From an optimization exercise on the open Yosys and OpenROAD flow, aimed at small area; shortcuts taken in it are not production practice. In this exercise RTL edits were held to simulation tests only and were not proved equivalent to the original. Power and IR drop assume default switching activity.

main:
Design top, start of the top module:
module top(
    input wire clk,          
    input wire rst,
    input wire anim_step,    
    output wire Hsync,
    output wire Vsync,
    output wire [3:0] vgaRed,
    output wire [3:0] vgaGreen,
    output wire [3:0] vgaBlue
);
    reg [9:0] h_count;       
    reg [9:0] v_count;       
    reg [9:0] pos;           
    reg night;
    wire [9:0] h_next, v_next, pos_next;
    wire night_next;
    comb c(
        .h(h_count), .v(v_count), .pos(pos), .night(night), .anim_step(anim_step),
        .h_next(h_next), .v_next(v_next), .pos_next(pos_next), .night_next(night_next),
        .hsync(Hsync), .vsync(Vsync), .rgb({vgaRed, vgaGreen, vgaBlue})
    );
    always @(posedge clk or posedge rst) begin
        if (rst) begin
            h_count <= 0;
            v_count <= 0;
            pos <= 0;
            night <= 0;
        end else begin
            h_count <= h_next;
            v_count <= v_next;
            pos <= pos_next;
            night <= night_next;
        end
    end
endmodule
make LEC_CHECK=0 ABC_AREA=1 CAP_MARGIN=20 CORE_MARGIN=2 CORE_UTILIZATION=40 SLEW_MARGIN=20 finish   # period 40.0 ns
run.sh (not shown) runs the stock make flow with config.mk's settings and CLKGATE_MAP_FILE= SYNTH_SCRIPT=/design/flow/synth_recipe.tcl, a recipe that flattens the netlist after the stock synthesis.
diff inputs: main => the feature branch
# main
export LEC_CHECK = 0
export ABC_AREA = 1
export CAP_MARGIN = 20
export CORE_MARGIN = 2
export CORE_UTILIZATION = 40
export SLEW_MARGIN = 20
create_clock -name core_clock -period 40.0 [get_ports {clk}]
# the feature branch
export LEC_CHECK = 0
export ABC_AREA = 1
export CAP_MARGIN = 20
export CORE_MARGIN = 2
export CORE_UTILIZATION = 40
export CTS_BUF_LIST = sky130_fd_sc_hd__clkbuf_8
export SLEW_MARGIN = 20
create_clock -name core_clock -period 40.0 [get_ports {clk}]
### Flow results
- Reported for main and the feature branch, diode insertion count for antenna repair turned out identical to the last digit.
- Count of clock buffers in the final design: main vs the feature branch identical
- Between main and the feature branch, the difference in power is negligible.
- Diff main..the feature branch | die span in x | unchanged
- From the feature branch to main, worst setup slack did not move at all.
- Reported for main and the feature branch, placer congestion estimate turned out identical to the last digit.
- Delta (the feature branch minus main): minimum setup slack after placement flat; global-route wire length before repair ~0 delta; y dimension of the die comparable; headroom to the max-slew limit about even; final clock period utilization by the worst path saw little to no change.

========
== run A ==
Starting RTL as in the previous note.
## top
module top(
    input wire clk,          
    input wire rst,
    input wire anim_step,    
    output wire Hsync,
    output wire Vsync,
    output wire [3:0] vgaRed,
    output wire [3:0] vgaGreen,
    output wire [3:0] vgaBlue
);
    reg [9:0] h_count;       
    reg [9:0] v_count;       
    reg [9:0] pos;           
    reg night;
    wire [9:0] h_next, v_next, pos_next;
    wire night_next;
    comb c(
        .h(h_count), .v(v_count), .pos(pos), .night(night), .anim_step(anim_step),
        .h_next(h_next), .v_next(v_next), .pos_next(pos_next), .night_next(night_next),
        .hsync(Hsync), .vsync(Vsync), .rgb({vgaRed, vgaGreen, vgaBlue})
    );
    always @(posedge clk or posedge rst) begin
        if (rst) begin
            h_count <= 0;
            v_count <= 0;
            pos <= 0;
            night <= 0;
        end else begin
            h_count <= h_next;
            v_count <= v_next;
            pos <= pos_next;
            night <= night_next;
        end
    end
endmodule
==> flow/config.mk <==
export PLATFORM = sky130hd
export DESIGN_NAME = top
export DESIGN_NICKNAME = top
export VERILOG_FILES = /design/flow/design.v
export SDC_FILE = /design/flow/constraint.sdc
export NUM_CORES = 4
export LEC_CHECK = 0
export ABC_AREA = 1
export CAP_MARGIN = 20
export CORE_MARGIN = 2
export CORE_UTILIZATION = 65
export SLEW_MARGIN = 20
==> flow/constraint.sdc <==
create_clock -name core_clock -period 40.0 [get_ports {clk}]
set_input_delay 8.0000 -clock core_clock [delete_from_list [all_inputs] [get_ports {clk}]]
set_output_delay 8.0000 -clock core_clock [all_outputs]
set_load 0.01 [all_outputs]
standard.sh (not shown) runs the stock make flow with config.mk's settings and CLKGATE_MAP_FILE= SYNTH_SCRIPT=/design/flow/synth_recipe.tcl, a recipe that flattens the netlist after the stock synthesis.
==> flow/flow/run.sh <==
#!/bin/bash
# Own flow: the standard layout (standard.sh with synth_recipe.tcl, the
# standard synthesis script), with three changes:
#  - synthesis and the later steps also treat the half/full adder cells
#    (ha_*, fa_*) as don't-use (flow/dont_use.txt is the platform's list plus
#    those), so Yosys leaves adders to ABC instead of extracting them;
#  - the port buffers are made with buf_1 instead of clkdlybuf4s50_1;
#  - a small clock tree (clkbuf_4 buffers) and no dummy loads.
# The full make output goes to standard.log in this folder.
set -euo pipefail
DONT_USE="$(cat flow/dont_use.txt)"
sed -e "s|\"\${@:-finish}\"|\"DONT_USE_CELLS=$DONT_USE\" \"\${@:-finish}\"|" standard.sh > standard_dont_use.sh
export BUFFER_PORTS_ARGS="-buffer_cell sky130_fd_sc_hd__buf_1"
export CTS_ARGS="-sink_clustering_enable -repair_clock_nets -buf_list sky130_fd_sc_hd__clkbuf_4 -sink_clustering_size 40 -sink_clustering_max_diameter 500 -dont_use_dummy_load"
bash standard_dont_use.sh > standard.log 2>&1
Other scripts of this flow, unchanged in this note and not shown: flow/flow/dont_use.txt
Edits applied to the flow inputs when going from run A to run B:
- CORE_UTILIZATION: 65 -> 40
--- a/flow/flow/run.sh
+++ b/flow/flow/run.sh
@@ -6,5 +6,5 @@
 #    those), so Yosys leaves adders to ABC instead of extracting them;
 #  - the port buffers are made with buf_1 instead of clkdlybuf4s50_1;
-#  - a small clock tree (clkbuf_4 buffers) and no dummy loads.
+#  - a small clock tree (clkbuf_8 buffers) and no dummy loads.
 # The full make output goes to standard.log in this folder.
 set -euo pipefail
@@ -12,4 +12,4 @@
 sed -e "s|\"\${@:-finish}\"|\"DONT_USE_CELLS=$DONT_USE\" \"\${@:-finish}\"|" standard.sh > standard_dont_use.sh
 export BUFFER_PORTS_ARGS="-buffer_cell sky130_fd_sc_hd__buf_1"
-export CTS_ARGS="-sink_clustering_enable -repair_clock_nets -buf_list sky130_fd_sc_hd__clkbuf_4 -sink_clustering_size 40 -sink_clustering_max_diameter 500 -dont_use_dummy_load"
+export CTS_ARGS="-sink_clustering_enable -repair_clock_nets -buf_list sky130_fd_sc_hd__clkbuf_8 -sink_clustering_size 40 -sink_clustering_max_diameter 500 -dont_use_dummy_load"
 bash standard_dont_use.sh > standard.log 2>&1
From run A to run B the numbers moved as follows: smallest setup slack after layout moved down, post-route worst hold slack moved down, relative slew slack moved down.
Run B against run A: switching power share of the total dropped 1.8 points, filler-free cell count of the finished design climbed 57.
Final critical-path share of the clock period in run B is 0.60 points higher than in run A
The portion of total power attributed to combinational logic of run B falls short of that of run A by 3.8 points.

-- static timing again, ports no longer ideal --
How much do the figures lean on ideal ports? The routed layouts below were timed once more, with nothing changed but the port constraints.
Step 1 (the two cells are an assumption about what drives the block):
set clk [get_ports {clk}]
set_driving_cell -lib_cell sky130_fd_sc_hd__clkbuf_16 $clk
set_driving_cell -lib_cell sky130_fd_sc_hd__buf_2 [delete_from_list [all_inputs] $clk]
Step 2 adds t to the input delays and takes it off the output delays; t is the mean of the earliest and latest rising clock arrival at the registers after step 1. Input paths then give back, and output paths get back, about the clock's delay inside the block.
Slacks: ideal / step 1 / step 2; pairs: ideal / step 1.
run | t, ns | slack for setup (ns) | worst hold slack (ns) | worst data-port slew with drivers (ns) | cell pins on the clock port's net
main | 0.318 | 27.450 / 27.416 / 27.734 | 0.509 / 0.509 / 0.509 | 0.03 | 1
the feature branch | 0.318 | 27.450 / 27.416 / 27.734 | 0.509 / 0.509 / 0.509 | 0.03 | 1
run A | 0.367 | 28.146 / 28.114 / 28.481 | 0.517 / 0.517 / 0.517 | 0.03 | 1
run B | 0.324 | 27.906 / 27.873 / 28.197 | 0.502 / 0.502 / 0.502 | 0.03 | 1
After both steps every run listed still meets setup and hold.
